What follows belongs to an exercise in optimizing a design on an open flow for small area and a short achievable clock period; a production flow would make more cautious choices. No functional check of the RTL was part of any run shown here. Power figures rest on the tool's default switching activity, not on a simulated workload.

===== design/flow/run.sh =====
#!/bin/bash
# synth_recipe.tcl (not shown) runs the flow's synth.tcl, then flattens the netlist and writes it again
# the make line also repeats each setting of config.mk as NAME=value (left out here)
make -C /OpenROAD-flow-scripts/flow DESIGN_CONFIG=/design/flow/config.mk WORK_HOME=/design/flow/orfs CLKGATE_MAP_FILE= SYNTH_SCRIPT=/design/flow/synth_recipe.tcl finish

===== design/flow/config.mk =====
export PLATFORM = sky130hd
export DESIGN_NAME = FP16_mcl
export DESIGN_NICKNAME = FP16_mcl
export VERILOG_FILES = /design/flow/design.v
export SDC_FILE = /design/flow/constraint.sdc
export NUM_CORES = 4
export LEC_CHECK = 0
export ABC_CLOCK_PERIOD_IN_PS = 3000
export CAP_MARGIN = 20
export CORE_MARGIN = 2
export CORE_UTILIZATION = 60
export CTS_BUF_LIST = sky130_fd_sc_hd__clkbuf_4 sky130_fd_sc_hd__clkbuf_8
export SETUP_SLACK_MARGIN = 2.5
export SLEW_MARGIN = 20

===== design/flow/constraint.sdc =====
create_clock -name core_clock -period 5.5 [get_ports {clk}]
set_input_delay 1.1000 -clock core_clock [delete_from_list [all_inputs] [get_ports {clk}]]
set_output_delay 1.1000 -clock core_clock [all_outputs]
set_load 0.01 [all_outputs]

===== design/flow/design.v =====
module FP16_mcl(
    input [15:0] data1,
    input [15:0] data2,
    input rst,
    input input_valid,
    input clk,
    output reg [15:0] datanew,
    output reg output_update
    );
    wire G1;
    wire G10;
    wire G11;
    wire G12;
    wire G13;
    wire G14;
    wire G15;
    wire G16;
    wire G17;
    wire G18;
    wire G19;
    wire G2;
    wire G20;
    wire G21;
    wire G22;
    wire G23;
    wire G24;
    wire G25;
    wire G26;
    wire G27;
    wire G28;
    wire G29;
    wire G3;
    wire G30;
    wire G31;
    wire G32;
    wire G33;
    wire G34;
    wire G35;
    wire G36;
    wire G37;
    wire G38;
    wire G39;
    wire G4;
    wire G40;
    wire G41;
    wire G42;
    wire G43;
    wire G44;
    wire G45;
    wire G46;
    wire G47;
    wire G5;
    wire G6;
    wire G7;
    wire G8;
    wire G9;
    wire P1;
    wire P10;
    wire P11;
    wire P12;
    wire P13;
    wire P14;
    wire P15;
    wire P16;
    wire P17;
    wire P18;
    wire P19;
    wire P2;
    wire P20;
    wire P21;
    wire P22;
    wire P23;
    wire P24;
    wire P25;
    wire P26;
    wire P27;
    wire P28;
    wire P29;
    wire P3;
    wire P30;
    wire P4;
    wire P5;
    wire P6;
    wire P7;
    wire P8;
    wire P9;
    wire bm5_0;
    wire bm5_1;
    wire bm5_10;
    wire bm5_11;
    wire bm5_2;
    wire bm5_3;
    wire bm5_4;
    wire bm5_5;
    wire bm5_6;
    wire bm5_7;
    wire bm5_8;
    wire bm5_9;
    wire bp0_0;
    wire bp0_1;
    wire bp0_10;
    wire bp0_11;
    wire bp0_2;
    wire bp0_3;
    wire bp0_4;
    wire bp0_5;
    wire bp0_6;
    wire bp0_7;
    wire bp0_8;
    wire bp0_9;
    wire bp1_0;
    wire bp1_1;
    wire bp1_10;
    wire bp1_11;
    wire bp1_2;
    wire bp1_3;
    wire bp1_4;
    wire bp1_5;
    wire bp1_6;
    wire bp1_7;
    wire bp1_8;
    wire bp1_9;
    wire bp2_0;
    wire bp2_1;
    wire bp2_10;
    wire bp2_11;
    wire bp2_2;
    wire bp2_3;
    wire bp2_4;
    wire bp2_5;
    wire bp2_6;
    wire bp2_7;
    wire bp2_8;
    wire bp2_9;
    wire bp3_0;
    wire bp3_1;
    wire bp3_10;
    wire bp3_11;
    wire bp3_2;
    wire bp3_3;
    wire bp3_4;
    wire bp3_5;
    wire bp3_6;
    wire bp3_7;
    wire bp3_8;
    wire bp3_9;
    wire bp4_0;
    wire bp4_1;
    wire bp4_10;
    wire bp4_11;
    wire bp4_2;
    wire bp4_3;
    wire bp4_4;
    wire bp4_5;
    wire bp4_6;
    wire bp4_7;
    wire bp4_8;
    wire bp4_9;
    wire fc_1_10_2;
    wire fc_1_10_3;
    wire fc_1_11_4;
    wire fc_1_11_5;
    wire fc_1_12_6;
    wire fc_1_12_7;
    wire fc_1_13_8;
    wire fc_1_13_9;
    wire fc_1_14_10;
    wire fc_1_14_11;
    wire fc_1_15_12;
    wire fc_1_16_13;
    wire fc_1_8_0;
    wire fc_1_9_1;
    wire fc_2_10_18;
    wire fc_2_11_19;
    wire fc_2_12_20;
    wire fc_2_13_21;
    wire fc_2_14_22;
    wire fc_2_15_23;
    wire fc_2_16_24;
    wire fc_2_17_25;
    wire fc_2_18_26;
    wire fc_2_6_14;
    wire fc_2_7_15;
    wire fc_2_8_16;
    wire fc_2_9_17;
    wire fc_3_10_33;
    wire fc_3_11_34;
    wire fc_3_12_35;
    wire fc_3_13_36;
    wire fc_3_14_37;
    wire fc_3_15_38;
    wire fc_3_16_39;
    wire fc_3_17_40;
    wire fc_3_18_41;
    wire fc_3_19_42;
    wire fc_3_20_43;
    wire fc_3_4_27;
    wire fc_3_5_28;
    wire fc_3_6_29;
    wire fc_3_7_30;
    wire fc_3_8_31;
    wire fc_3_9_32;
    wire fs_1_10_2;
    wire fs_1_10_3;
    wire fs_1_11_4;
    wire fs_1_11_5;
    wire fs_1_12_6;
    wire fs_1_12_7;
    wire fs_1_13_8;
    wire fs_1_13_9;
    wire fs_1_14_10;
    wire fs_1_14_11;
    wire fs_1_15_12;
    wire fs_1_16_13;
    wire fs_1_8_0;
    wire fs_1_9_1;
    wire fs_2_10_18;
    wire fs_2_11_19;
    wire fs_2_12_20;
    wire fs_2_13_21;
    wire fs_2_14_22;
    wire fs_2_15_23;
    wire fs_2_16_24;
    wire fs_2_17_25;
    wire fs_2_18_26;
    wire fs_2_6_14;
    wire fs_2_7_15;
    wire fs_2_8_16;
    wire fs_2_9_17;
    wire fs_3_10_33;
    wire fs_3_11_34;
    wire fs_3_12_35;
    wire fs_3_13_36;
    wire fs_3_14_37;
    wire fs_3_15_38;
    wire fs_3_16_39;
    wire fs_3_17_40;
    wire fs_3_18_41;
    wire fs_3_19_42;
    wire fs_3_20_43;
    wire fs_3_4_27;
    wire fs_3_5_28;
    wire fs_3_6_29;
    wire fs_3_7_30;
    wire fs_3_8_31;
    wire fs_3_9_32;
    wire g0;
    wire g10;
    wire g11;
    wire g12;
    wire g13;
    wire g14;
    wire g15;
    wire g16;
    wire g17;
    wire g18;
    wire g19;
    wire g2;
    wire g20;
    wire g21;
    wire g3;
    wire g4;
    wire g5;
    wire g6;
    wire g7;
    wire g8;
    wire g9;
    wire hc_1_6_0;
    wire hc_1_7_1;
    wire hc_1_8_2;
    wire hc_1_9_3;
    wire hc_2_4_4;
    wire hc_2_5_5;
    wire hc_3_2_6;
    wire hc_3_3_7;
    wire hrc12;
    wire hrc13;
    wire hrc14;
    wire hrc15;
    wire hrc16;
    wire hrc17;
    wire hrc18;
    wire hrc19;
    wire hrc20;
    wire hrc21;
    wire hrs11;
    wire hrs12;
    wire hrs13;
    wire hrs14;
    wire hrs15;
    wire hrs16;
    wire hrs17;
    wire hrs18;
    wire hrs19;
    wire hrs20;
    wire hrs21;
    wire hs_1_6_0;
    wire hs_1_7_1;
    wire hs_1_8_2;
    wire hs_1_9_3;
    wire hs_2_4_4;
    wire hs_2_5_5;
    wire hs_3_2_6;
    wire hs_3_3_7;
    wire l10;
    wire l9;
    wire n_bm5_11_c21;
    wire n_bm5_2_c12;
    wire n_bm5_2_c13;
    wire n_bm5_5_c15;
    wire n_bm5_7_c17;
    wire n_bm5_9_c19;
    wire neg0;
    wire neg1;
    wire neg2;
    wire neg3;
    wire neg4;
    wire nneg0;
    wire nneg1;
    wire nneg2;
    wire nneg3;
    wire nneg4;
    wire one0;
    wire one1;
    wire one2;
    wire one3;
    wire one4;
    wire p0;
    wire p10;
    wire p11;
    wire p12;
    wire p13;
    wire p14;
    wire p15;
    wire p16;
    wire p17;
    wire p18;
    wire p19;
    wire p2;
    wire p20;
    wire p21;
    wire p3;
    wire p4;
    wire p5;
    wire p6;
    wire p7;
    wire p8;
    wire p9;
    wire q0_10;
    wire q0_11;
    wire q0_12;
    wire q0_13;
    wire q0_14;
    wire q0_15;
    wire q0_16;
    wire q0_17;
    wire q0_18;
    wire q0_19;
    wire q0_20;
    wire q0_21;
    wire q0_c12;
    wire q1_11;
    wire q1_12;
    wire q1_13;
    wire q1_14;
    wire q1_15;
    wire q1_16;
    wire q1_17;
    wire q1_18;
    wire q1_19;
    wire q1_20;
    wire q1_c12;
    wire r0;
    wire sg0;
    wire two0;
    wire two1;
    wire two2;
    wire two3;
    wire two4;
    wire ug12;
    wire ug13;
    wire ug14;
    wire ug15;
    wire ug16;
    wire ug17;
    wire ug18;
    wire ug19;
    wire ug20;
    wire ug21;
    wire up12;
    wire up13;
    wire up14;
    wire up15;
    wire up16;
    wire up17;
    wire up18;
    wire up19;
    wire up20;
    wire up21;
    wire z9_0;
    reg bp0_0_r1;
    reg neg0_r1;
    reg hs_3_2_6_r1;
    reg neg1_r1;
    reg hs_3_3_7_r1;
    reg hc_3_2_6_r1;
    reg fs_3_4_27_r1;
    reg hc_3_3_7_r1;
    reg fs_3_5_28_r1;
    reg fc_3_4_27_r1;
    reg fs_3_6_29_r1;
    reg fc_3_5_28_r1;
    reg fs_3_7_30_r1;
    reg fc_3_6_29_r1;
    reg fs_3_8_31_r1;
    reg fc_3_7_30_r1;
    reg fs_3_9_32_r1;
    reg fc_3_8_31_r1;
    reg fs_3_10_33_r1;
    reg fc_3_9_32_r1;
    reg fs_3_11_34_r1;
    reg fc_3_10_33_r1;
    reg fs_3_12_35_r1;
    reg fc_3_11_34_r1;
    reg fs_3_13_36_r1;
    reg fc_3_12_35_r1;
    reg fs_3_14_37_r1;
    reg fc_3_13_36_r1;
    reg fs_3_15_38_r1;
    reg fc_3_14_37_r1;
    reg fs_3_16_39_r1;
    reg fc_3_15_38_r1;
    reg fs_3_17_40_r1;
    reg fc_3_16_39_r1;
    reg fs_3_18_41_r1;
    reg fc_3_17_40_r1;
    reg fs_3_19_42_r1;
    reg fc_3_18_41_r1;
    reg fs_3_20_43_r1;
    reg fc_3_19_42_r1;
    reg n_bm5_11_c21_r1;
    reg fc_3_20_43_r1;
    reg bp0_1_r1;
    reg z9_0_r1;
    reg es0_5_r1;
    reg es0_4_r1;
    reg es0_3_r1;
    reg es0_2_r1;
    reg es0_1_r1;
    reg es0_0_r1;
    reg sg0_r1;
    wire inf0 = (&data1[14:10]) | (&data2[14:10]);
    wire zero0 = ~(|data1[14:0]) | ~(|data2[14:0]);
    wire [5:0] esum0 = data1[14:10] + data2[14:10];
    wire [5:0] es0 = inf0 ? 6'd63 : zero0 ? 6'd0 : esum0;
    assign sg0 = data1[15] ^ data2[15];
    wire [10:0] t1, t2;
    assign t1[0] = 1'b1;
    assign t1[1] = ~(|data1[0:0]);
    assign t1[2] = ~(|data1[1:0]);
    assign t1[3] = ~(|data1[2:0]);
    assign t1[4] = ~(|data1[3:0]);
    assign t1[5] = ~(|data1[4:0]);
    assign t1[6] = ~(|data1[5:0]);
    assign t1[7] = ~(|data1[6:0]);
    assign t1[8] = ~(|data1[7:0]);
    assign t1[9] = ~(|data1[8:0]);
    assign t1[10] = ~(|data1[9:0]);
    assign t2[0] = 1'b1;
    assign t2[1] = ~(|data2[0:0]);
    assign t2[2] = ~(|data2[1:0]);
    assign t2[3] = ~(|data2[2:0]);
    assign t2[4] = ~(|data2[3:0]);
    assign t2[5] = ~(|data2[4:0]);
    assign t2[6] = ~(|data2[5:0]);
    assign t2[7] = ~(|data2[6:0]);
    assign t2[8] = ~(|data2[7:0]);
    assign t2[9] = ~(|data2[8:0]);
    assign t2[10] = ~(|data2[9:0]);
    assign z9_0 = (t1[0] & t2[9]) | (t1[1] & t2[8]) | (t1[2] & t2[7]) | (t1[3] & t2[6]) | (t1[4] & t2[5]) | (t1[5] & t2[4]) | (t1[6] & t2[3]) | (t1[7] & t2[2]) | (t1[8] & t2[1]) | (t1[9] & t2[0]);
    assign neg0 = data2[1] & ~(data2[0] & 1'b0);
    assign one0 = data2[0] ^ 1'b0;
    assign two0 = (data2[1] & ~data2[0] & ~1'b0) | (~data2[1] & data2[0] & 1'b0);
    assign bp0_0 = ((one0 & data1[0])) ^ neg0;
    assign bp0_1 = ((one0 & data1[1]) | (two0 & data1[0])) ^ neg0;
    assign bp0_2 = ((one0 & data1[2]) | (two0 & data1[1])) ^ neg0;
    assign bp0_3 = ((one0 & data1[3]) | (two0 & data1[2])) ^ neg0;
    assign bp0_4 = ((one0 & data1[4]) | (two0 & data1[3])) ^ neg0;
    assign bp0_5 = ((one0 & data1[5]) | (two0 & data1[4])) ^ neg0;
    assign bp0_6 = ((one0 & data1[6]) | (two0 & data1[5])) ^ neg0;
    assign bp0_7 = ((one0 & data1[7]) | (two0 & data1[6])) ^ neg0;
    assign bp0_8 = ((one0 & data1[8]) | (two0 & data1[7])) ^ neg0;
    assign bp0_9 = ((one0 & data1[9]) | (two0 & data1[8])) ^ neg0;
    assign bp0_10 = ((one0 & 1'b1) | (two0 & data1[9])) ^ neg0;
    assign bp0_11 = ((two0 & 1'b1)) ^ neg0;
    assign nneg0 = ~neg0;
    assign neg1 = data2[3] & ~(data2[2] & data2[1]);
    assign one1 = data2[2] ^ data2[1];
    assign two1 = (data2[3] & ~data2[2] & ~data2[1]) | (~data2[3] & data2[2] & data2[1]);
    assign bp1_0 = ((one1 & data1[0])) ^ neg1;
    assign bp1_1 = ((one1 & data1[1]) | (two1 & data1[0])) ^ neg1;
    assign bp1_2 = ((one1 & data1[2]) | (two1 & data1[1])) ^ neg1;
    assign bp1_3 = ((one1 & data1[3]) | (two1 & data1[2])) ^ neg1;
    assign bp1_4 = ((one1 & data1[4]) | (two1 & data1[3])) ^ neg1;
    assign bp1_5 = ((one1 & data1[5]) | (two1 & data1[4])) ^ neg1;
    assign bp1_6 = ((one1 & data1[6]) | (two1 & data1[5])) ^ neg1;
    assign bp1_7 = ((one1 & data1[7]) | (two1 & data1[6])) ^ neg1;
    assign bp1_8 = ((one1 & data1[8]) | (two1 & data1[7])) ^ neg1;
    assign bp1_9 = ((one1 & data1[9]) | (two1 & data1[8])) ^ neg1;
    assign bp1_10 = ((one1 & 1'b1) | (two1 & data1[9])) ^ neg1;
    assign bp1_11 = ((two1 & 1'b1)) ^ neg1;
    assign nneg1 = ~neg1;
    assign neg2 = data2[5] & ~(data2[4] & data2[3]);
    assign one2 = data2[4] ^ data2[3];
    assign two2 = (data2[5] & ~data2[4] & ~data2[3]) | (~data2[5] & data2[4] & data2[3]);
    assign bp2_0 = ((one2 & data1[0])) ^ neg2;
    assign bp2_1 = ((one2 & data1[1]) | (two2 & data1[0])) ^ neg2;
    assign bp2_2 = ((one2 & data1[2]) | (two2 & data1[1])) ^ neg2;
    assign bp2_3 = ((one2 & data1[3]) | (two2 & data1[2])) ^ neg2;
    assign bp2_4 = ((one2 & data1[4]) | (two2 & data1[3])) ^ neg2;
    assign bp2_5 = ((one2 & data1[5]) | (two2 & data1[4])) ^ neg2;
    assign bp2_6 = ((one2 & data1[6]) | (two2 & data1[5])) ^ neg2;
    assign bp2_7 = ((one2 & data1[7]) | (two2 & data1[6])) ^ neg2;
    assign bp2_8 = ((one2 & data1[8]) | (two2 & data1[7])) ^ neg2;
    assign bp2_9 = ((one2 & data1[9]) | (two2 & data1[8])) ^ neg2;
    assign bp2_10 = ((one2 & 1'b1) | (two2 & data1[9])) ^ neg2;
    assign bp2_11 = ((two2 & 1'b1)) ^ neg2;
    assign nneg2 = ~neg2;
    assign neg3 = data2[7] & ~(data2[6] & data2[5]);
    assign one3 = data2[6] ^ data2[5];
    assign two3 = (data2[7] & ~data2[6] & ~data2[5]) | (~data2[7] & data2[6] & data2[5]);
    assign bp3_0 = ((one3 & data1[0])) ^ neg3;
    assign bp3_1 = ((one3 & data1[1]) | (two3 & data1[0])) ^ neg3;
    assign bp3_2 = ((one3 & data1[2]) | (two3 & data1[1])) ^ neg3;
    assign bp3_3 = ((one3 & data1[3]) | (two3 & data1[2])) ^ neg3;
    assign bp3_4 = ((one3 & data1[4]) | (two3 & data1[3])) ^ neg3;
    assign bp3_5 = ((one3 & data1[5]) | (two3 & data1[4])) ^ neg3;
    assign bp3_6 = ((one3 & data1[6]) | (two3 & data1[5])) ^ neg3;
    assign bp3_7 = ((one3 & data1[7]) | (two3 & data1[6])) ^ neg3;
    assign bp3_8 = ((one3 & data1[8]) | (two3 & data1[7])) ^ neg3;
    assign bp3_9 = ((one3 & data1[9]) | (two3 & data1[8])) ^ neg3;
    assign bp3_10 = ((one3 & 1'b1) | (two3 & data1[9])) ^ neg3;
    assign bp3_11 = ((two3 & 1'b1)) ^ neg3;
    assign nneg3 = ~neg3;
    assign neg4 = data2[9] & ~(data2[8] & data2[7]);
    assign one4 = data2[8] ^ data2[7];
    assign two4 = (data2[9] & ~data2[8] & ~data2[7]) | (~data2[9] & data2[8] & data2[7]);
    assign bp4_0 = ((one4 & data1[0])) ^ neg4;
    assign bp4_1 = ((one4 & data1[1]) | (two4 & data1[0])) ^ neg4;
    assign bp4_2 = ((one4 & data1[2]) | (two4 & data1[1])) ^ neg4;
    assign bp4_3 = ((one4 & data1[3]) | (two4 & data1[2])) ^ neg4;
    assign bp4_4 = ((one4 & data1[4]) | (two4 & data1[3])) ^ neg4;
    assign bp4_5 = ((one4 & data1[5]) | (two4 & data1[4])) ^ neg4;
    assign bp4_6 = ((one4 & data1[6]) | (two4 & data1[5])) ^ neg4;
    assign bp4_7 = ((one4 & data1[7]) | (two4 & data1[6])) ^ neg4;
    assign bp4_8 = ((one4 & data1[8]) | (two4 & data1[7])) ^ neg4;
    assign bp4_9 = ((one4 & data1[9]) | (two4 & data1[8])) ^ neg4;
    assign bp4_10 = ((one4 & 1'b1) | (two4 & data1[9])) ^ neg4;
    assign bp4_11 = ((two4 & 1'b1)) ^ neg4;
    assign nneg4 = ~neg4;
    assign bm5_0 = data2[9] ? 1'b0 : data1[0];
    assign bm5_1 = data2[9] ? data1[0] : data1[1];
    assign bm5_2 = data2[9] ? data1[1] : data1[2];
    assign bm5_3 = data2[9] ? data1[2] : data1[3];
    assign bm5_4 = data2[9] ? data1[3] : data1[4];
    assign bm5_5 = data2[9] ? data1[4] : data1[5];
    assign bm5_6 = data2[9] ? data1[5] : data1[6];
    assign bm5_7 = data2[9] ? data1[6] : data1[7];
    assign bm5_8 = data2[9] ? data1[7] : data1[8];
    assign bm5_9 = data2[9] ? data1[8] : data1[9];
    assign bm5_10 = data2[9] ? data1[9] : 1'b1;
    assign bm5_11 = data2[9];
    assign n_bm5_2_c12 = ~bm5_2;
    assign n_bm5_2_c13 = ~bm5_2;
    assign n_bm5_5_c15 = ~bm5_5;
    assign n_bm5_7_c17 = ~bm5_7;
    assign n_bm5_9_c19 = ~bm5_9;
    assign n_bm5_11_c21 = ~bm5_11;
    assign hs_1_6_0 = bp0_6 ^ bp1_4;
    assign hc_1_6_0 = bp0_6 & bp1_4;
    assign hs_1_7_1 = bp0_7 ^ bp1_5;
    assign hc_1_7_1 = bp0_7 & bp1_5;
    assign fs_1_8_0 = bp0_8 ^ bp1_6 ^ bp2_4;
    assign fc_1_8_0 = (bp0_8 & bp1_6) | (bp0_8 & bp2_4) | (bp1_6 & bp2_4);
    assign hs_1_8_2 = bp3_2 ^ bp4_0;
    assign hc_1_8_2 = bp3_2 & bp4_0;
    assign fs_1_9_1 = bp0_9 ^ bp1_7 ^ bp2_5;
    assign fc_1_9_1 = (bp0_9 & bp1_7) | (bp0_9 & bp2_5) | (bp1_7 & bp2_5);
    assign hs_1_9_3 = bp3_3 ^ bp4_1;
    assign hc_1_9_3 = bp3_3 & bp4_1;
    assign fs_1_10_2 = bp0_10 ^ bp1_8 ^ bp2_6;
    assign fc_1_10_2 = (bp0_10 & bp1_8) | (bp0_10 & bp2_6) | (bp1_8 & bp2_6);
    assign fs_1_10_3 = bp3_4 ^ bp4_2 ^ bm5_0;
    assign fc_1_10_3 = (bp3_4 & bp4_2) | (bp3_4 & bm5_0) | (bp4_2 & bm5_0);
    assign fs_1_11_4 = bp0_11 ^ bp1_9 ^ bp2_7;
    assign fc_1_11_4 = (bp0_11 & bp1_9) | (bp0_11 & bp2_7) | (bp1_9 & bp2_7);
    assign fs_1_11_5 = bp3_5 ^ bp4_3 ^ bm5_1;
    assign fc_1_11_5 = (bp3_5 & bp4_3) | (bp3_5 & bm5_1) | (bp4_3 & bm5_1);
    assign fs_1_12_6 = nneg0 ^ bp1_10 ^ bp2_8;
    assign fc_1_12_6 = (nneg0 & bp1_10) | (nneg0 & bp2_8) | (bp1_10 & bp2_8);
    assign fs_1_12_7 = bp3_6 ^ bp4_4 ^ n_bm5_2_c12;
    assign fc_1_12_7 = (bp3_6 & bp4_4) | (bp3_6 & n_bm5_2_c12) | (bp4_4 & n_bm5_2_c12);
    assign fs_1_13_8 = bp1_11 ^ bp2_9 ^ bp3_7;
    assign fc_1_13_8 = (bp1_11 & bp2_9) | (bp1_11 & bp3_7) | (bp2_9 & bp3_7);
    assign fs_1_13_9 = bp4_5 ^ bm5_3 ^ n_bm5_2_c13;
    assign fc_1_13_9 = (bp4_5 & bm5_3) | (bp4_5 & n_bm5_2_c13) | (bm5_3 & n_bm5_2_c13);
    assign fs_1_14_10 = nneg1 ^ bp2_10 ^ bp3_8;
    assign fc_1_14_10 = (nneg1 & bp2_10) | (nneg1 & bp3_8) | (bp2_10 & bp3_8);
    assign fs_1_14_11 = bp4_6 ^ bm5_4 ^ bm5_2;
    assign fc_1_14_11 = (bp4_6 & bm5_4) | (bp4_6 & bm5_2) | (bm5_4 & bm5_2);
    assign fs_1_15_12 = bp2_11 ^ bp3_9 ^ bp4_7;
    assign fc_1_15_12 = (bp2_11 & bp3_9) | (bp2_11 & bp4_7) | (bp3_9 & bp4_7);
    assign fs_1_16_13 = nneg2 ^ bp3_10 ^ bp4_8;
    assign fc_1_16_13 = (nneg2 & bp3_10) | (nneg2 & bp4_8) | (bp3_10 & bp4_8);
    assign hs_2_4_4 = bp0_4 ^ bp1_2;
    assign hc_2_4_4 = bp0_4 & bp1_2;
    assign hs_2_5_5 = bp0_5 ^ bp1_3;
    assign hc_2_5_5 = bp0_5 & bp1_3;
    assign fs_2_6_14 = hs_1_6_0 ^ bp2_2 ^ bp3_0;
    assign fc_2_6_14 = (hs_1_6_0 & bp2_2) | (hs_1_6_0 & bp3_0) | (bp2_2 & bp3_0);
    assign fs_2_7_15 = hs_1_7_1 ^ bp2_3 ^ bp3_1;
    assign fc_2_7_15 = (hs_1_7_1 & bp2_3) | (hs_1_7_1 & bp3_1) | (bp2_3 & bp3_1);
    assign fs_2_8_16 = fs_1_8_0 ^ hs_1_8_2 ^ neg4;
    assign fc_2_8_16 = (fs_1_8_0 & hs_1_8_2) | (fs_1_8_0 & neg4) | (hs_1_8_2 & neg4);
    assign fs_2_9_17 = fs_1_9_1 ^ hs_1_9_3 ^ fc_1_8_0;
    assign fc_2_9_17 = (fs_1_9_1 & hs_1_9_3) | (fs_1_9_1 & fc_1_8_0) | (hs_1_9_3 & fc_1_8_0);
    assign fs_2_10_18 = fs_1_10_2 ^ fs_1_10_3 ^ fc_1_9_1;
    assign fc_2_10_18 = (fs_1_10_2 & fs_1_10_3) | (fs_1_10_2 & fc_1_9_1) | (fs_1_10_3 & fc_1_9_1);
    assign fs_2_11_19 = fs_1_11_4 ^ fs_1_11_5 ^ fc_1_10_2;
    assign fc_2_11_19 = (fs_1_11_4 & fs_1_11_5) | (fs_1_11_4 & fc_1_10_2) | (fs_1_11_5 & fc_1_10_2);
    assign fs_2_12_20 = fs_1_12_6 ^ fs_1_12_7 ^ fc_1_11_4;
    assign fc_2_12_20 = (fs_1_12_6 & fs_1_12_7) | (fs_1_12_6 & fc_1_11_4) | (fs_1_12_7 & fc_1_11_4);
    assign fs_2_13_21 = fs_1_13_8 ^ fs_1_13_9 ^ fc_1_12_6;
    assign fc_2_13_21 = (fs_1_13_8 & fs_1_13_9) | (fs_1_13_8 & fc_1_12_6) | (fs_1_13_9 & fc_1_12_6);
    assign fs_2_14_22 = fs_1_14_10 ^ fs_1_14_11 ^ fc_1_13_8;
    assign fc_2_14_22 = (fs_1_14_10 & fs_1_14_11) | (fs_1_14_10 & fc_1_13_8) | (fs_1_14_11 & fc_1_13_8);
    assign fs_2_15_23 = fs_1_15_12 ^ n_bm5_5_c15 ^ fc_1_14_10;
    assign fc_2_15_23 = (fs_1_15_12 & n_bm5_5_c15) | (fs_1_15_12 & fc_1_14_10) | (n_bm5_5_c15 & fc_1_14_10);
    assign fs_2_16_24 = fs_1_16_13 ^ bm5_6 ^ bm5_5;
    assign fc_2_16_24 = (fs_1_16_13 & bm5_6) | (fs_1_16_13 & bm5_5) | (bm5_6 & bm5_5);
    assign fs_2_17_25 = bp3_11 ^ bp4_9 ^ n_bm5_7_c17;
    assign fc_2_17_25 = (bp3_11 & bp4_9) | (bp3_11 & n_bm5_7_c17) | (bp4_9 & n_bm5_7_c17);
    assign fs_2_18_26 = nneg3 ^ bp4_10 ^ bm5_8;
    assign fc_2_18_26 = (nneg3 & bp4_10) | (nneg3 & bm5_8) | (bp4_10 & bm5_8);
    assign hs_3_2_6 = bp0_2 ^ bp1_0;
    assign hc_3_2_6 = bp0_2 & bp1_0;
    assign hs_3_3_7 = bp0_3 ^ bp1_1;
    assign hc_3_3_7 = bp0_3 & bp1_1;
    assign fs_3_4_27 = hs_2_4_4 ^ bp2_0 ^ neg2;
    assign fc_3_4_27 = (hs_2_4_4 & bp2_0) | (hs_2_4_4 & neg2) | (bp2_0 & neg2);
    assign fs_3_5_28 = hs_2_5_5 ^ bp2_1 ^ hc_2_4_4;
    assign fc_3_5_28 = (hs_2_5_5 & bp2_1) | (hs_2_5_5 & hc_2_4_4) | (bp2_1 & hc_2_4_4);
    assign fs_3_6_29 = fs_2_6_14 ^ neg3 ^ hc_2_5_5;
    assign fc_3_6_29 = (fs_2_6_14 & neg3) | (fs_2_6_14 & hc_2_5_5) | (neg3 & hc_2_5_5);
    assign fs_3_7_30 = fs_2_7_15 ^ hc_1_6_0 ^ fc_2_6_14;
    assign fc_3_7_30 = (fs_2_7_15 & hc_1_6_0) | (fs_2_7_15 & fc_2_6_14) | (hc_1_6_0 & fc_2_6_14);
    assign fs_3_8_31 = fs_2_8_16 ^ hc_1_7_1 ^ fc_2_7_15;
    assign fc_3_8_31 = (fs_2_8_16 & hc_1_7_1) | (fs_2_8_16 & fc_2_7_15) | (hc_1_7_1 & fc_2_7_15);
    assign fs_3_9_32 = fs_2_9_17 ^ hc_1_8_2 ^ fc_2_8_16;
    assign fc_3_9_32 = (fs_2_9_17 & hc_1_8_2) | (fs_2_9_17 & fc_2_8_16) | (hc_1_8_2 & fc_2_8_16);
    assign fs_3_10_33 = fs_2_10_18 ^ hc_1_9_3 ^ fc_2_9_17;
    assign fc_3_10_33 = (fs_2_10_18 & hc_1_9_3) | (fs_2_10_18 & fc_2_9_17) | (hc_1_9_3 & fc_2_9_17);
    assign fs_3_11_34 = fs_2_11_19 ^ fc_1_10_3 ^ fc_2_10_18;
    assign fc_3_11_34 = (fs_2_11_19 & fc_1_10_3) | (fs_2_11_19 & fc_2_10_18) | (fc_1_10_3 & fc_2_10_18);
    assign fs_3_12_35 = fs_2_12_20 ^ fc_1_11_5 ^ fc_2_11_19;
    assign fc_3_12_35 = (fs_2_12_20 & fc_1_11_5) | (fs_2_12_20 & fc_2_11_19) | (fc_1_11_5 & fc_2_11_19);
    assign fs_3_13_36 = fs_2_13_21 ^ fc_1_12_7 ^ fc_2_12_20;
    assign fc_3_13_36 = (fs_2_13_21 & fc_1_12_7) | (fs_2_13_21 & fc_2_12_20) | (fc_1_12_7 & fc_2_12_20);
    assign fs_3_14_37 = fs_2_14_22 ^ fc_1_13_9 ^ fc_2_13_21;
    assign fc_3_14_37 = (fs_2_14_22 & fc_1_13_9) | (fs_2_14_22 & fc_2_13_21) | (fc_1_13_9 & fc_2_13_21);
    assign fs_3_15_38 = fs_2_15_23 ^ fc_1_14_11 ^ fc_2_14_22;
    assign fc_3_15_38 = (fs_2_15_23 & fc_1_14_11) | (fs_2_15_23 & fc_2_14_22) | (fc_1_14_11 & fc_2_14_22);
    assign fs_3_16_39 = fs_2_16_24 ^ fc_1_15_12 ^ fc_2_15_23;
    assign fc_3_16_39 = (fs_2_16_24 & fc_1_15_12) | (fs_2_16_24 & fc_2_15_23) | (fc_1_15_12 & fc_2_15_23);
    assign fs_3_17_40 = fs_2_17_25 ^ fc_1_16_13 ^ fc_2_16_24;
    assign fc_3_17_40 = (fs_2_17_25 & fc_1_16_13) | (fs_2_17_25 & fc_2_16_24) | (fc_1_16_13 & fc_2_16_24);
    assign fs_3_18_41 = fs_2_18_26 ^ bm5_7 ^ fc_2_17_25;
    assign fc_3_18_41 = (fs_2_18_26 & bm5_7) | (fs_2_18_26 & fc_2_17_25) | (bm5_7 & fc_2_17_25);
    assign fs_3_19_42 = bp4_11 ^ n_bm5_9_c19 ^ fc_2_18_26;
    assign fc_3_19_42 = (bp4_11 & n_bm5_9_c19) | (bp4_11 & fc_2_18_26) | (n_bm5_9_c19 & fc_2_18_26);
    assign fs_3_20_43 = nneg4 ^ bm5_10 ^ bm5_9;
    assign fc_3_20_43 = (nneg4 & bm5_10) | (nneg4 & bm5_9) | (bm5_10 & bm5_9);
    assign g0 = bp0_0_r1 & neg0_r1;
    assign p0 = bp0_0_r1 ^ neg0_r1;
    assign g2 = hs_3_2_6_r1 & neg1_r1;
    assign p2 = hs_3_2_6_r1 ^ neg1_r1;
    assign g3 = hs_3_3_7_r1 & hc_3_2_6_r1;
    assign p3 = hs_3_3_7_r1 ^ hc_3_2_6_r1;
    assign g4 = fs_3_4_27_r1 & hc_3_3_7_r1;
    assign p4 = fs_3_4_27_r1 ^ hc_3_3_7_r1;
    assign g5 = fs_3_5_28_r1 & fc_3_4_27_r1;
    assign p5 = fs_3_5_28_r1 ^ fc_3_4_27_r1;
    assign g6 = fs_3_6_29_r1 & fc_3_5_28_r1;
    assign p6 = fs_3_6_29_r1 ^ fc_3_5_28_r1;
    assign g7 = fs_3_7_30_r1 & fc_3_6_29_r1;
    assign p7 = fs_3_7_30_r1 ^ fc_3_6_29_r1;
    assign g8 = fs_3_8_31_r1 & fc_3_7_30_r1;
    assign p8 = fs_3_8_31_r1 ^ fc_3_7_30_r1;
    assign g9 = fs_3_9_32_r1 & fc_3_8_31_r1;
    assign p9 = fs_3_9_32_r1 ^ fc_3_8_31_r1;
    assign g10 = fs_3_10_33_r1 & fc_3_9_32_r1;
    assign p10 = fs_3_10_33_r1 ^ fc_3_9_32_r1;
    assign g11 = fs_3_11_34_r1 & fc_3_10_33_r1;
    assign p11 = fs_3_11_34_r1 ^ fc_3_10_33_r1;
    assign g12 = fs_3_12_35_r1 & fc_3_11_34_r1;
    assign p12 = fs_3_12_35_r1 ^ fc_3_11_34_r1;
    assign g13 = fs_3_13_36_r1 & fc_3_12_35_r1;
    assign p13 = fs_3_13_36_r1 ^ fc_3_12_35_r1;
    assign g14 = fs_3_14_37_r1 & fc_3_13_36_r1;
    assign p14 = fs_3_14_37_r1 ^ fc_3_13_36_r1;
    assign g15 = fs_3_15_38_r1 & fc_3_14_37_r1;
    assign p15 = fs_3_15_38_r1 ^ fc_3_14_37_r1;
    assign g16 = fs_3_16_39_r1 & fc_3_15_38_r1;
    assign p16 = fs_3_16_39_r1 ^ fc_3_15_38_r1;
    assign g17 = fs_3_17_40_r1 & fc_3_16_39_r1;
    assign p17 = fs_3_17_40_r1 ^ fc_3_16_39_r1;
    assign g18 = fs_3_18_41_r1 & fc_3_17_40_r1;
    assign p18 = fs_3_18_41_r1 ^ fc_3_17_40_r1;
    assign g19 = fs_3_19_42_r1 & fc_3_18_41_r1;
    assign p19 = fs_3_19_42_r1 ^ fc_3_18_41_r1;
    assign g20 = fs_3_20_43_r1 & fc_3_19_42_r1;
    assign p20 = fs_3_20_43_r1 ^ fc_3_19_42_r1;
    assign g21 = n_bm5_11_c21_r1 & fc_3_20_43_r1;
    assign p21 = n_bm5_11_c21_r1 ^ fc_3_20_43_r1;
    assign G1 = bp0_1_r1 & g0;
    assign P1 = bp0_1_r1 & p0;
    assign G2 = g3 | (p3 & g2);
    assign P2 = p3 & p2;
    assign G3 = g5 | (p5 & g4);
    assign P3 = p5 & p4;
    assign G4 = g7 | (p7 & g6);
    assign P4 = p7 & p6;
    assign G5 = g9 | (p9 & g8);
    assign P5 = p9 & p8;
    assign G6 = g2 | (p2 & G1);
    assign P6 = p2 & P1;
    assign G7 = G2 | (P2 & G1);
    assign P7 = P2 & P1;
    assign G8 = g6 | (p6 & G3);
    assign P8 = p6 & P3;
    assign G9 = G4 | (P4 & G3);
    assign P9 = P4 & P3;
    assign G10 = g10 | (p10 & G5);
    assign P10 = p10 & P5;
    assign G11 = g4 | (p4 & G7);
    assign P11 = p4 & P7;
    assign G12 = G3 | (P3 & G7);
    assign P12 = P3 & P7;
    assign G13 = G8 | (P8 & G7);
    assign P13 = P8 & P7;
    assign G14 = G9 | (P9 & G7);
    assign P14 = P9 & P7;
    assign G15 = g8 | (p8 & G14);
    assign P15 = p8 & P14;
    assign G16 = G5 | (P5 & G14);
    assign P16 = P5 & P14;
    assign G17 = G10 | (P10 & G14);
    assign P17 = P10 & P14;
    assign l9 = p9 ^ G15;
    assign l10 = p10 ^ G16;
    assign hrs11 = fs_3_11_34_r1 ^ fc_3_10_33_r1;
    assign hrc12 = fs_3_11_34_r1 & fc_3_10_33_r1;
    assign hrs12 = fs_3_12_35_r1 ^ fc_3_11_34_r1;
    assign hrc13 = fs_3_12_35_r1 & fc_3_11_34_r1;
    assign hrs13 = fs_3_13_36_r1 ^ fc_3_12_35_r1;
    assign hrc14 = fs_3_13_36_r1 & fc_3_12_35_r1;
    assign hrs14 = fs_3_14_37_r1 ^ fc_3_13_36_r1;
    assign hrc15 = fs_3_14_37_r1 & fc_3_13_36_r1;
    assign hrs15 = fs_3_15_38_r1 ^ fc_3_14_37_r1;
    assign hrc16 = fs_3_15_38_r1 & fc_3_14_37_r1;
    assign hrs16 = fs_3_16_39_r1 ^ fc_3_15_38_r1;
    assign hrc17 = fs_3_16_39_r1 & fc_3_15_38_r1;
    assign hrs17 = fs_3_17_40_r1 ^ fc_3_16_39_r1;
    assign hrc18 = fs_3_17_40_r1 & fc_3_16_39_r1;
    assign hrs18 = fs_3_18_41_r1 ^ fc_3_17_40_r1;
    assign hrc19 = fs_3_18_41_r1 & fc_3_17_40_r1;
    assign hrs19 = fs_3_19_42_r1 ^ fc_3_18_41_r1;
    assign hrc20 = fs_3_19_42_r1 & fc_3_18_41_r1;
    assign hrs20 = fs_3_20_43_r1 ^ fc_3_19_42_r1;
    assign hrc21 = fs_3_20_43_r1 & fc_3_19_42_r1;
    assign hrs21 = n_bm5_11_c21_r1 ^ fc_3_20_43_r1;
    assign ug12 = hrs12 & hrc12;
    assign up12 = hrs12 ^ hrc12;
    assign ug13 = hrs13 & hrc13;
    assign up13 = hrs13 ^ hrc13;
    assign ug14 = hrs14 & hrc14;
    assign up14 = hrs14 ^ hrc14;
    assign ug15 = hrs15 & hrc15;
    assign up15 = hrs15 ^ hrc15;
    assign ug16 = hrs16 & hrc16;
    assign up16 = hrs16 ^ hrc16;
    assign ug17 = hrs17 & hrc17;
    assign up17 = hrs17 ^ hrc17;
    assign ug18 = hrs18 & hrc18;
    assign up18 = hrs18 ^ hrc18;
    assign ug19 = hrs19 & hrc19;
    assign up19 = hrs19 ^ hrc19;
    assign ug20 = hrs20 & hrc20;
    assign up20 = hrs20 ^ hrc20;
    assign ug21 = hrs21 & hrc21;
    assign up21 = hrs21 ^ hrc21;
    assign G18 = ug13 | (up13 & ug12);
    assign P18 = up13 & up12;
    assign G19 = ug15 | (up15 & ug14);
    assign P19 = up15 & up14;
    assign G20 = ug17 | (up17 & ug16);
    assign P20 = up17 & up16;
    assign G21 = ug19 | (up19 & ug18);
    assign P21 = up19 & up18;
    assign G22 = ug14 | (up14 & G18);
    assign P22 = up14 & P18;
    assign G23 = G19 | (P19 & G18);
    assign P23 = P19 & P18;
    assign G24 = ug18 | (up18 & G20);
    assign P24 = up18 & P20;
    assign G25 = G21 | (P21 & G20);
    assign P25 = P21 & P20;
    assign G26 = ug16 | (up16 & G23);
    assign P26 = up16 & P23;
    assign G27 = G20 | (P20 & G23);
    assign P27 = P20 & P23;
    assign G28 = G24 | (P24 & G23);
    assign P28 = P24 & P23;
    assign G29 = G25 | (P25 & G23);
    assign P29 = P25 & P23;
    assign G30 = ug20 | (up20 & G29);
    assign P30 = up20 & P29;
    assign r0 = l10 & l9;
    assign q0_10 = l10 ^ l9;
    assign q0_c12 = (G17 & r0) | ((G17 ^ r0) & hrs11);
    assign q0_11 = hrs11 ^ G17 ^ r0;
    assign q0_12 = up12 ^ q0_c12;
    assign G31 = ug12 | (up12 & q0_c12);
    assign q0_13 = up13 ^ G31;
    assign G32 = G18 | (P18 & q0_c12);
    assign q0_14 = up14 ^ G32;
    assign G33 = G22 | (P22 & q0_c12);
    assign q0_15 = up15 ^ G33;
    assign G34 = G23 | (P23 & q0_c12);
    assign q0_16 = up16 ^ G34;
    assign G35 = G26 | (P26 & q0_c12);
    assign q0_17 = up17 ^ G35;
    assign G36 = G27 | (P27 & q0_c12);
    assign q0_18 = up18 ^ G36;
    assign G37 = G28 | (P28 & q0_c12);
    assign q0_19 = up19 ^ G37;
    assign G38 = G29 | (P29 & q0_c12);
    assign q0_20 = up20 ^ G38;
    assign G39 = G30 | (P30 & q0_c12);
    assign q0_21 = up21 ^ G39;
    assign q1_c12 = (G17 & l10) | ((G17 ^ l10) & hrs11);
    assign q1_11 = hrs11 ^ G17 ^ l10;
    assign q1_12 = up12 ^ q1_c12;
    assign G40 = ug12 | (up12 & q1_c12);
    assign q1_13 = up13 ^ G40;
    assign G41 = G18 | (P18 & q1_c12);
    assign q1_14 = up14 ^ G41;
    assign G42 = G22 | (P22 & q1_c12);
    assign q1_15 = up15 ^ G42;
    assign G43 = G23 | (P23 & q1_c12);
    assign q1_16 = up16 ^ G43;
    assign G44 = G26 | (P26 & q1_c12);
    assign q1_17 = up17 ^ G44;
    assign G45 = G27 | (P27 & q1_c12);
    assign q1_18 = up18 ^ G45;
    assign G46 = G28 | (P28 & q1_c12);
    assign q1_19 = up19 ^ G46;
    assign G47 = G29 | (P29 & q1_c12);
    assign q1_20 = up20 ^ G47;
    wire z9 = z9_0_r1;
    wire k = q0_21;
    wire tie0 = l9 & z9;
    wire tie1 = l10 & ~l9 & z9;
    wire [9:0] frac = k ? {q1_20, q1_19, q1_18, q1_17, q1_16, q1_15, q1_14, q1_13, q1_12, q1_11 & ~tie1} : {q0_19, q0_18, q0_17, q0_16, q0_15, q0_14, q0_13, q0_12, q0_11, q0_10 & ~tie0};
    wire [5:0] esr = {es0_5_r1, es0_4_r1, es0_3_r1, es0_2_r1, es0_1_r1, es0_0_r1};
    wire sat = k ? (esr >= 6'd45) : (esr >= 6'd46);
    wire flz = k ? (esr <= 6'd14) : (esr <= 6'd15);
    wire [4:0] eo = esr[4:0] + (k ? 5'd18 : 5'd17);
    wire sg = sg0_r1;
    wire [15:0] res = sat ? {sg, 15'h7fff} : flz ? 16'h0000 : {sg, eo, frac};
    reg [0:0] vld;
    always @(posedge clk or posedge rst)
        if (rst) begin
            vld <= 1'd0;
            output_update <= 1'b0;
        end else begin
            vld <= input_valid;
            output_update <= vld[0];
        end
    always @(posedge clk) begin
        bp0_0_r1 <= bp0_0;
        neg0_r1 <= neg0;
        hs_3_2_6_r1 <= hs_3_2_6;
        neg1_r1 <= neg1;
        hs_3_3_7_r1 <= hs_3_3_7;
        hc_3_2_6_r1 <= hc_3_2_6;
        fs_3_4_27_r1 <= fs_3_4_27;
        hc_3_3_7_r1 <= hc_3_3_7;
        fs_3_5_28_r1 <= fs_3_5_28;
        fc_3_4_27_r1 <= fc_3_4_27;
        fs_3_6_29_r1 <= fs_3_6_29;
        fc_3_5_28_r1 <= fc_3_5_28;
        fs_3_7_30_r1 <= fs_3_7_30;
        fc_3_6_29_r1 <= fc_3_6_29;
        fs_3_8_31_r1 <= fs_3_8_31;
        fc_3_7_30_r1 <= fc_3_7_30;
        fs_3_9_32_r1 <= fs_3_9_32;
        fc_3_8_31_r1 <= fc_3_8_31;
        fs_3_10_33_r1 <= fs_3_10_33;
        fc_3_9_32_r1 <= fc_3_9_32;
        fs_3_11_34_r1 <= fs_3_11_34;
        fc_3_10_33_r1 <= fc_3_10_33;
        fs_3_12_35_r1 <= fs_3_12_35;
        fc_3_11_34_r1 <= fc_3_11_34;
        fs_3_13_36_r1 <= fs_3_13_36;
        fc_3_12_35_r1 <= fc_3_12_35;
        fs_3_14_37_r1 <= fs_3_14_37;
        fc_3_13_36_r1 <= fc_3_13_36;
        fs_3_15_38_r1 <= fs_3_15_38;
        fc_3_14_37_r1 <= fc_3_14_37;
        fs_3_16_39_r1 <= fs_3_16_39;
        fc_3_15_38_r1 <= fc_3_15_38;
        fs_3_17_40_r1 <= fs_3_17_40;
        fc_3_16_39_r1 <= fc_3_16_39;
        fs_3_18_41_r1 <= fs_3_18_41;
        fc_3_17_40_r1 <= fc_3_17_40;
        fs_3_19_42_r1 <= fs_3_19_42;
        fc_3_18_41_r1 <= fc_3_18_41;
        fs_3_20_43_r1 <= fs_3_20_43;
        fc_3_19_42_r1 <= fc_3_19_42;
        n_bm5_11_c21_r1 <= n_bm5_11_c21;
        fc_3_20_43_r1 <= fc_3_20_43;
        bp0_1_r1 <= bp0_1;
        z9_0_r1 <= z9_0;
        es0_5_r1 <= es0[5];
        es0_4_r1 <= es0[4];
        es0_3_r1 <= es0[3];
        es0_2_r1 <= es0[2];
        es0_1_r1 <= es0[1];
        es0_0_r1 <= es0[0];
        sg0_r1 <= sg0;
        datanew <= res;
    end
endmodule

==> out/qor.yml, run 1 <==
synthesis:
  yosysSeqAreaShare_pct: 25.0
  muxShareOfSynthArea_pct: 3.25
  netlist_instances: 571
  yosysTopAreaCellShare_pct: 24.1
  synth-seq-cells: 69
  synth-compound-area-share_pct: 15.2
  synth_area_leaders: "dfxtp_1 24%, fa_1 18%, ha_1 11%"
  yosys.area.top_type: "dfxtp_1"
  synth-warning-count: 1
  synth_edf_count: 0
  ys.flop_type: "dfxtp_1"
  async_flop_share_pct: 2.90
  synthXorXnorAreaFrac_pct: 13.9
  synth_top_family_by_area: "adder cells"
  synth.distinct_cells: 55
  synthSimpleGateAreaFrac_pct: 7.09
  synth_adder_area_share_pct: 28.6
  syn_area_per_cell_sq_um: 9.76
  syn-num-nets: 704
  syn_area_sq_mm: 0.00557
detailed_routing:
  wl_per_cell_um: 19.4
  first_iter_violations: 279
  antenna_left: 0
  vias: 4549
  drtPass1Iterations: 5
  viasPerCell: 5.95
  drc: 0
  drt_wl_total_mm: 14.8
setup_path:
  critPathBufInv: 4
  cp-endpoint: "datanew[13]"
  r2r-start: "hs_3_2_6_r1"
  crit_arrival_ns: 4.28
  required_ns: 5.73
  cpPeakStageDelay_ns: 0.40
  critPathTopFamily: "compound AO/OA/AOI/OAI gates"
  path_cells: "ha_4 -> a41o_1 -> a21oi_2 -> nor2_1 -> o22a_1 -> a21oi_2 -> xor2_2 -> inv_1 -> ha_2 -> inv_2 -> fa_2 -> nor2b_4 -> o21bai_4 -> a21boi_2 -> o41a_4 -> xnor2_4 -> inv_8 -> ha_4 -> buf_4 -> a21oi_1 -> nor2b_1 -> xnor2_1 -> o21ai_0"
  reg2reg_setup_slack_ns: 1.44
  r2r_end: "datanew[13]"
  cp_num_cells: 23
  cp_slowest_cell: "o41a_4"
  worstPathMaxFanout: 4
  start_kind: "flop"
  r2r_cells: 23
  worst-setup-path-type: "reg -> reg"
  critPathLaunch: "hs_3_2_6_r1"
  cp-end-kind: "flop"
cts:
  cts_tree: "yes"
  numCtsBuffers: 9
  cts-root-buf: "clkbuf_8"
  cts.sinks: 69
  clkSlewWorstSetupHoldPaths_ns: 0.09
  htree_levels: 3
  worstSkewPairLatency_ns: 0.35
  clk_path_buf_depth: 2
grt:
  grt_remaining_overflow: 0
  antenna_found_initial: 0
  grt_usage_pct: 30.9
  grt_max_degree: 25
  grt_pass1_wl_mm: 23.8
  grt_pass1_vias: 4795
timing:
  tightest_slew_ns: 0.650
  whs_ns: 0.358
  clock_skew_ns: 0.0187
  hold_violations: 0
  fin_crit_ns: 4.06
  fin_crit_sh_pct: 73.7
  rsz0062_at_grt: "true"
  max_slew_margin_pct: 56.7
  timing.fmax_ghz: 0.247
  setup_tns_ns: 0
  setup_viol: 0
  maxSlewViolCount: 0
power_and_ir_drop:
  p_leak_nw: 3.13
  ir_drop_mv: 0.453
  powerDensity_mw_per_mm2: 600
final_layout:
  n_fill_cell: 592
  largest-register: "datanew"
  diodes: 0
  final_cells: 765
  syn2layout_area_growth_pct: 30.3
  final_common_cell: "dfxtp_1"
  drive_gt1_share_pct: 30.1
  largest_reg_flops: 16
  mostFrequentLayoutCells: "66 x dfxtp_1, 44 x inv_1, 41 x ha_1"
  nets: 782
die:
  rows: 35
  die_y_um: 100
  core_sq_mm: 0.00911
  die_area_sq_mm: 0.0101
  ios: 52
  die_w_um: 100
  start_util_pct: 61.2
min_path:
  hold_class: "reg -> reg"
  min_path_cells: 0
job:
  max-cap-violations: 0
placement:
  globalplace.congestion: 0.879
  io_buffers: 51
  dp.cells: 706
  dp_hpwl_mm: 10.0
outcome:
  outcome: "complete, no violations"
[routing by layer]
metal | vias up | share of wire [%] | track usage (%)
met5 | - | 0 | 0
li1 | 2089 | - | -
met2 | 191 | 50 | 52.8
met1 | 2236 | 41 | 39.6
met4 | 0 | 2.7 | 10.9
met3 | 33 | 6.8 | 5.36
[cells in the mapped netlist (all sizes together), types with 2 or more instances]
master	n
mux2i	11
or3	2
a31oi	7
clkbuf	24
nand2b	5
nor4	2
nor2b	7
or2	3
dfrtp	2
nand3	5
nor3	7
a21o	5
a21oi	32
dfxtp	67
ha	49
inv	58
and3	3
xnor2	42
o31ai	7
nor2	17
buf	11
fa	49
nand2	26
xor2	42
o21bai	4
a22oi	36
mux2	6
o21ai	23
nand4	2
[cells by family (layout without fill, tap and decap cells)]
group / Yosys count / count (layout)
AND/OR/NAND/NOR: 82 / 82
AO/OA/AOI/OAI: 127 / 128
adder cells (fa/ha/maj): 98 / 98
buffers and inverters: 94 / 176
flip-flops: 69 / 69
multiplexers: 17 / 17
XOR/XNOR: 84 / 84
[cell type report]
class	instances	area, sq um	area share (%)
clock buffer	11	145	2.00
clock inverter	5	60.1	0.827
inverter	59	238	3.27
multi-input combinational	409	4290	59.0
sequential	69	1390	19.2
tap	111	139	1.91
timing repair buffer	101	1000	13.8
[where the power goes]
| part | leakage, nW | switching (mW) | internal [mW] | total, mW |
|---|---|---|---|---|
| logic | 2.44 | 1.59 | 1.55 | 3.14 |
| registers | 0.587 | 0.0728 | 0.715 | 0.788 |
| clock network | 0.103 | 0.204 | 0.229 | 0.432 |
[worst min-delay path by stage]
stage	startpoint	slack, ns	endpoint
global route	vld	0.37	output_update
CTS	vld	0.36	output_update
detailed placement	vld	0.34	output_update
global placement	vld	0.33	output_update
floorplan	vld	0.33	output_update
finish	vld	0.36	output_update
[per-stage QoR]
stage | power (mW) | setup WS, ns | cell area (sq um) | utilization, %
4_1_cts | 4.20 | 1.46 | 7160 | 78.6
2_1_floorplan | 2.80 | 1.44 | 5870 | -
3_5_place_dp | 3.44 | 0.866 | 6320 | 69.4
5_1_grt | 4.74 | 1.24 | 7270 | 79.8
3_3_place_gp | 3.36 | 0.955 | 6320 | 69.4
6_report | 4.36 | 1.44 | 7270 | 79.8
[timing repair]
item                                    CTS  global route
hold buffers                              0             0
pin swaps                                50            29
cloned                                    4             0
resized for setup                       167            24
setup buffers                            34             5
endpoints found under the setup margin   53            49
==> run 2, diff against run 1 <==
--- a/design/flow/design.v
+++ b/design/flow/design.v
@@ -443,2 +443,23 @@
     reg bp0_1_r1;
+    reg hrs12_r1;
+    reg hrc12_r1;
+    reg hrs13_r1;
+    reg hrc13_r1;
+    reg hrs14_r1;
+    reg hrc14_r1;
+    reg hrs15_r1;
+    reg hrc15_r1;
+    reg hrs16_r1;
+    reg hrc16_r1;
+    reg hrs17_r1;
+    reg hrc17_r1;
+    reg hrs18_r1;
+    reg hrc18_r1;
+    reg hrs19_r1;
+    reg hrc19_r1;
+    reg hrs20_r1;
+    reg hrc20_r1;
+    reg hrs21_r1;
+    reg hrc21_r1;
+    reg hrs11_r1;
     reg z9_0_r1;
@@ -760,43 +781,43 @@
     assign l10 = p10 ^ G16;
-    assign hrs11 = fs_3_11_34_r1 ^ fc_3_10_33_r1;
-    assign hrc12 = fs_3_11_34_r1 & fc_3_10_33_r1;
-    assign hrs12 = fs_3_12_35_r1 ^ fc_3_11_34_r1;
-    assign hrc13 = fs_3_12_35_r1 & fc_3_11_34_r1;
-    assign hrs13 = fs_3_13_36_r1 ^ fc_3_12_35_r1;
-    assign hrc14 = fs_3_13_36_r1 & fc_3_12_35_r1;
-    assign hrs14 = fs_3_14_37_r1 ^ fc_3_13_36_r1;
-    assign hrc15 = fs_3_14_37_r1 & fc_3_13_36_r1;
-    assign hrs15 = fs_3_15_38_r1 ^ fc_3_14_37_r1;
-    assign hrc16 = fs_3_15_38_r1 & fc_3_14_37_r1;
-    assign hrs16 = fs_3_16_39_r1 ^ fc_3_15_38_r1;
-    assign hrc17 = fs_3_16_39_r1 & fc_3_15_38_r1;
-    assign hrs17 = fs_3_17_40_r1 ^ fc_3_16_39_r1;
-    assign hrc18 = fs_3_17_40_r1 & fc_3_16_39_r1;
-    assign hrs18 = fs_3_18_41_r1 ^ fc_3_17_40_r1;
-    assign hrc19 = fs_3_18_41_r1 & fc_3_17_40_r1;
-    assign hrs19 = fs_3_19_42_r1 ^ fc_3_18_41_r1;
-    assign hrc20 = fs_3_19_42_r1 & fc_3_18_41_r1;
-    assign hrs20 = fs_3_20_43_r1 ^ fc_3_19_42_r1;
-    assign hrc21 = fs_3_20_43_r1 & fc_3_19_42_r1;
-    assign hrs21 = n_bm5_11_c21_r1 ^ fc_3_20_43_r1;
-    assign ug12 = hrs12 & hrc12;
-    assign up12 = hrs12 ^ hrc12;
-    assign ug13 = hrs13 & hrc13;
-    assign up13 = hrs13 ^ hrc13;
-    assign ug14 = hrs14 & hrc14;
-    assign up14 = hrs14 ^ hrc14;
-    assign ug15 = hrs15 & hrc15;
-    assign up15 = hrs15 ^ hrc15;
-    assign ug16 = hrs16 & hrc16;
-    assign up16 = hrs16 ^ hrc16;
-    assign ug17 = hrs17 & hrc17;
-    assign up17 = hrs17 ^ hrc17;
-    assign ug18 = hrs18 & hrc18;
-    assign up18 = hrs18 ^ hrc18;
-    assign ug19 = hrs19 & hrc19;
-    assign up19 = hrs19 ^ hrc19;
-    assign ug20 = hrs20 & hrc20;
-    assign up20 = hrs20 ^ hrc20;
-    assign ug21 = hrs21 & hrc21;
-    assign up21 = hrs21 ^ hrc21;
+    assign hrs11 = fs_3_11_34 ^ fc_3_10_33;
+    assign hrc12 = fs_3_11_34 & fc_3_10_33;
+    assign hrs12 = fs_3_12_35 ^ fc_3_11_34;
+    assign hrc13 = fs_3_12_35 & fc_3_11_34;
+    assign hrs13 = fs_3_13_36 ^ fc_3_12_35;
+    assign hrc14 = fs_3_13_36 & fc_3_12_35;
+    assign hrs14 = fs_3_14_37 ^ fc_3_13_36;
+    assign hrc15 = fs_3_14_37 & fc_3_13_36;
+    assign hrs15 = fs_3_15_38 ^ fc_3_14_37;
+    assign hrc16 = fs_3_15_38 & fc_3_14_37;
+    assign hrs16 = fs_3_16_39 ^ fc_3_15_38;
+    assign hrc17 = fs_3_16_39 & fc_3_15_38;
+    assign hrs17 = fs_3_17_40 ^ fc_3_16_39;
+    assign hrc18 = fs_3_17_40 & fc_3_16_39;
+    assign hrs18 = fs_3_18_41 ^ fc_3_17_40;
+    assign hrc19 = fs_3_18_41 & fc_3_17_40;
+    assign hrs19 = fs_3_19_42 ^ fc_3_18_41;
+    assign hrc20 = fs_3_19_42 & fc_3_18_41;
+    assign hrs20 = fs_3_20_43 ^ fc_3_19_42;
+    assign hrc21 = fs_3_20_43 & fc_3_19_42;
+    assign hrs21 = n_bm5_11_c21 ^ fc_3_20_43;
+    assign ug12 = hrs12_r1 & hrc12_r1;
+    assign up12 = hrs12_r1 ^ hrc12_r1;
+    assign ug13 = hrs13_r1 & hrc13_r1;
+    assign up13 = hrs13_r1 ^ hrc13_r1;
+    assign ug14 = hrs14_r1 & hrc14_r1;
+    assign up14 = hrs14_r1 ^ hrc14_r1;
+    assign ug15 = hrs15_r1 & hrc15_r1;
+    assign up15 = hrs15_r1 ^ hrc15_r1;
+    assign ug16 = hrs16_r1 & hrc16_r1;
+    assign up16 = hrs16_r1 ^ hrc16_r1;
+    assign ug17 = hrs17_r1 & hrc17_r1;
+    assign up17 = hrs17_r1 ^ hrc17_r1;
+    assign ug18 = hrs18_r1 & hrc18_r1;
+    assign up18 = hrs18_r1 ^ hrc18_r1;
+    assign ug19 = hrs19_r1 & hrc19_r1;
+    assign up19 = hrs19_r1 ^ hrc19_r1;
+    assign ug20 = hrs20_r1 & hrc20_r1;
+    assign up20 = hrs20_r1 ^ hrc20_r1;
+    assign ug21 = hrs21_r1 & hrc21_r1;
+    assign up21 = hrs21_r1 ^ hrc21_r1;
     assign G18 = ug13 | (up13 & ug12);
@@ -829,4 +850,4 @@
     assign q0_10 = l10 ^ l9;
-    assign q0_c12 = (G17 & r0) | ((G17 ^ r0) & hrs11);
-    assign q0_11 = hrs11 ^ G17 ^ r0;
+    assign q0_c12 = (G17 & r0) | ((G17 ^ r0) & hrs11_r1);
+    assign q0_11 = hrs11_r1 ^ G17 ^ r0;
     assign q0_12 = up12 ^ q0_c12;
@@ -850,4 +871,4 @@
     assign q0_21 = up21 ^ G39;
-    assign q1_c12 = (G17 & l10) | ((G17 ^ l10) & hrs11);
-    assign q1_11 = hrs11 ^ G17 ^ l10;
+    assign q1_c12 = (G17 & l10) | ((G17 ^ l10) & hrs11_r1);
+    assign q1_11 = hrs11_r1 ^ G17 ^ l10;
     assign q1_12 = up12 ^ q1_c12;
@@ -933,2 +954,23 @@
         bp0_1_r1 <= bp0_1;
+        hrs12_r1 <= hrs12;
+        hrc12_r1 <= hrc12;
+        hrs13_r1 <= hrs13;
+        hrc13_r1 <= hrc13;
+        hrs14_r1 <= hrs14;
+        hrc14_r1 <= hrc14;
+        hrs15_r1 <= hrs15;
+        hrc15_r1 <= hrc15;
+        hrs16_r1 <= hrs16;
+        hrc16_r1 <= hrc16;
+        hrs17_r1 <= hrs17;
+        hrc17_r1 <= hrc17;
+        hrs18_r1 <= hrs18;
+        hrc18_r1 <= hrc18;
+        hrs19_r1 <= hrs19;
+        hrc19_r1 <= hrc19;
+        hrs20_r1 <= hrs20;
+        hrc20_r1 <= hrc20;
+        hrs21_r1 <= hrs21;
+        hrc21_r1 <= hrc21;
+        hrs11_r1 <= hrs11;
         z9_0_r1 <= z9_0;
==> out/qor.yml, run 2 <==
min_path:
  min_from: "vld"
  hold_class: "reg -> reg"
die:
  die_area_sq_mm: 0.0102
  ios: 52
  die_w_um: 101
  core_sq_mm: 0.00920
  die_y_um: 101
  rows: 35
  start_util_pct: 61.4
cts:
  cts.sinks: 68
  htree_levels: 3
  cts_tree: "yes"
  cts-root-buf: "clkbuf_8"
  clk_path_buf_depth: 2
  worstSkewPairLatency_ns: 0.36
  numCtsBuffers: 9
  clkSlewWorstSetupHoldPaths_ns: 0.08
detailed_routing:
  viasPerCell: 6.51
  vias: 5598
  antenna_left: 0
  wl_per_cell_um: 24.9
  drc: 0
  drtPass1Iterations: 5
  first_iter_violations: 454
  drt_wl_total_mm: 21.4
grt:
  antenna_found_initial: 0
  grt_remaining_overflow: 0
  grt_pass1_vias: 5493
  grt_pass1_wl_mm: 28.5
  grt_usage_pct: 36.4
  grt_max_degree: 19
synthesis:
  synth_area_leaders: "dfxtp_1 23%, fa_1 17%, ha_1 11%"
  synth-warning-count: 1
  netlist_instances: 597
  ys.flop_type: "dfxtp_1"
  yosysSeqAreaShare_pct: 24.3
  synth.distinct_cells: 57
  synth-seq-cells: 68
  yosys.area.top_type: "dfxtp_1"
  syn_area_per_cell_sq_um: 9.46
  syn-num-nets: 730
  async_flop_share_pct: 2.94
  yosys-top-cells-count: "66 x dfxtp_1, 56 x inv_1, 49 x fa_1, 49 x ha_1, 47 x xor2_1"
  synth_edf_count: 0
  post-synth-top-count-cell: "dfxtp_1"
  syn_area_sq_mm: 0.00565
  yosysTopAreaCellShare_pct: 23.4
final_layout:
  final_util_pct: 90.2
  mostFrequentLayoutCells: "86 x buf_4, 63 x dfxtp_1, 39 x xor2_1"
  drive_gt1_share_pct: 41.8
  largest_reg_flops: 16
  largest-register: "datanew"
  nets: 877
  diodes: 0
  final_common_cell: "buf_4"
  syn2layout_area_growth_pct: 46.9
timing:
  hold_violations: 0
  clock_skew_ns: 0.00492
  maxSlewViolCount: 0
  max_slew_margin_pct: 55.9
  fin_crit_sh_pct: 82.8
  whs_ns: 0.367
  tightest_slew_ns: 0.662
  finalWorstSetupSlack_ns: 0.944
  setup_tns_ns: 0
  setup_viol: 0
  rsz0062_at_grt: "true"
  fin_crit_ns: 4.56
  timing.fmax_ghz: 0.220
outcome:
  outcome: "complete, no violations"
setup_path:
  critPathLaunch: "fs_3_5_28_r1"
  worstPathMaxFanout: 10
  start_kind: "flop"
  r2r-start: "fs_3_5_28_r1"
  cp-end-kind: "flop"
  worst-setup-path-type: "reg -> reg"
  required_ns: 5.72
  crit_arrival_ns: 4.78
power_and_ir_drop:
  powerDensity_mw_per_mm2: 611
  p_leak_nw: 3.57
  ir_drop_mv: 0.315
placement:
  dp_hpwl_mm: 9.25
  pre_cts_ws_ns: 0.789
  io_buffers: 51
  globalplace.congestion: 0.862
job:
  max-cap-violations: 0
==> run 2: metrics by stage <==
step	total power [mW]	instance area, sq um	cells
2_1_floorplan	2.45	6020	597
4_1_cts	4.21	7900	843
3_3_place_gp	2.91	6450	731
5_1_grt	5.32	8300	860
3_5_place_dp	2.98	6450	731
6_report	5.07	8300	860
==> run 2: what timing repair did <==
| item | in CTS | in global routing |
|---|---|---|
| hold endpoints to repair | 0 | 0 |
| pin swaps | 85 | 59 |
| setup buffers | 93 | 17 |
| hold buffers | 0 | 0 |
| cloned | 3 | 0 |
| endpoints found under the setup margin | 54 | 48 |
| resized for setup | 184 | 61 |
==> run 2: worst paths after layout <==
path	end	slack [ns]	cells after the start
setup / recovery	datanew[14]	0.94	20
hold / removal	output_update	0.37	0
hold reg to reg	output_update	0.37	0
setup reg to reg	datanew[14]	0.94	20
min in group asynchronous	vld	0.89	2
max in group asynchronous	output_update	4.51	2
==> run 2: cell families (layout without fill, tap and decap cells) <==
kind of cell | Yosys count | in the layout | share of synthesized area, %
muxes | 14 | 14 | 2.52
DFF | 68 | 68 | 24.3
xor gates and xnor gates | 78 | 78 | 12.2
buffers and inverters | 96 | 248 | 6.64
AOI/OAI and AO/OA | 136 | 136 | 16.2
and+or+nand+nor | 107 | 107 | 9.94
adders and majority gates | 98 | 98 | 28.2
==> run 2: final cells by class <==
class / count / area [sq um]
Tap cell: 111 / 139
Clock buffer: 10 / 131
Clock inverter: 6 / 88.8
Sequential cell: 68 / 1380
Fill cell: 369 / 898
Inverter: 57 / 216
Timing Repair Buffer: 175 / 1670
Multi-Input combinational cell: 433 / 4680
==> run 2: layer usage <==
layer / part of all wire [%] / vias up / track usage [%] / routed length (um)
met4: 8.5 / 0 / 20.4 / 1820
met1: 33 / 2691 / 41.4 / 7170
met5: 0 / - / 0 / 0
met3: 8.6 / 157 / 7.07 / 1850
met2: 49 / 431 / 63.8 / 10600
li1: - / 2319 / - / -
==> run 2: critical path, stage by stage (launching register included) <==
cell      delay [ns]
dfxtp_1         0.31
ha_1            0.33
a21oi_2         0.19
o21ai_1         0.09
and2_4          0.15
o31a_1          0.36
buf_4           0.18
o21ai_4         0.15
nand2b_1        0.12
fa_2            0.42
a21o_4          0.23
a221oi_4        0.29
buf_4           0.19
nor4_4          0.05
nor3_4          0.31
buf_6           0.16
inv_4           0.06
fa_2            0.42
nor2b_2         0.14
xor2_1          0.15
o21ai_1         0.09
==> run 2: report_power, final <==
part,switching (mW),internal [mW]
combinational,1.94,1.85
clock,0.223,0.261
sequential,0.0904,0.706
total,2.25,2.82

[what the ideal ports hide]
Ports are ideal in the flow. The routed layouts listed here were re-timed in OpenROAD.
Step 1 assumes that a clkbuf_16 drives the clock port and a buf_2 every other input.
Step 2, shift: input delay + t, output delay - t, t = (earliest + latest rising clock arrival at the registers) / 2. This alone moves slack from input paths to output paths.
Three values: no drivers, after step 1, after step 2; two values: the first two.
run | t, ns | setup WS [ns] | hold slack, ns | worst slew at a driven data input, ns
run 1 | 0.376 | 1.445 / 1.445 / 1.445 | 0.358 / 0.358 / 0.358 | 0.06
run 2 | 0.387 | 0.944 / 0.944 / 0.944 | 0.367 / 0.367 / 0.367 | 0.06
After both steps setup and hold are still met in every run listed.
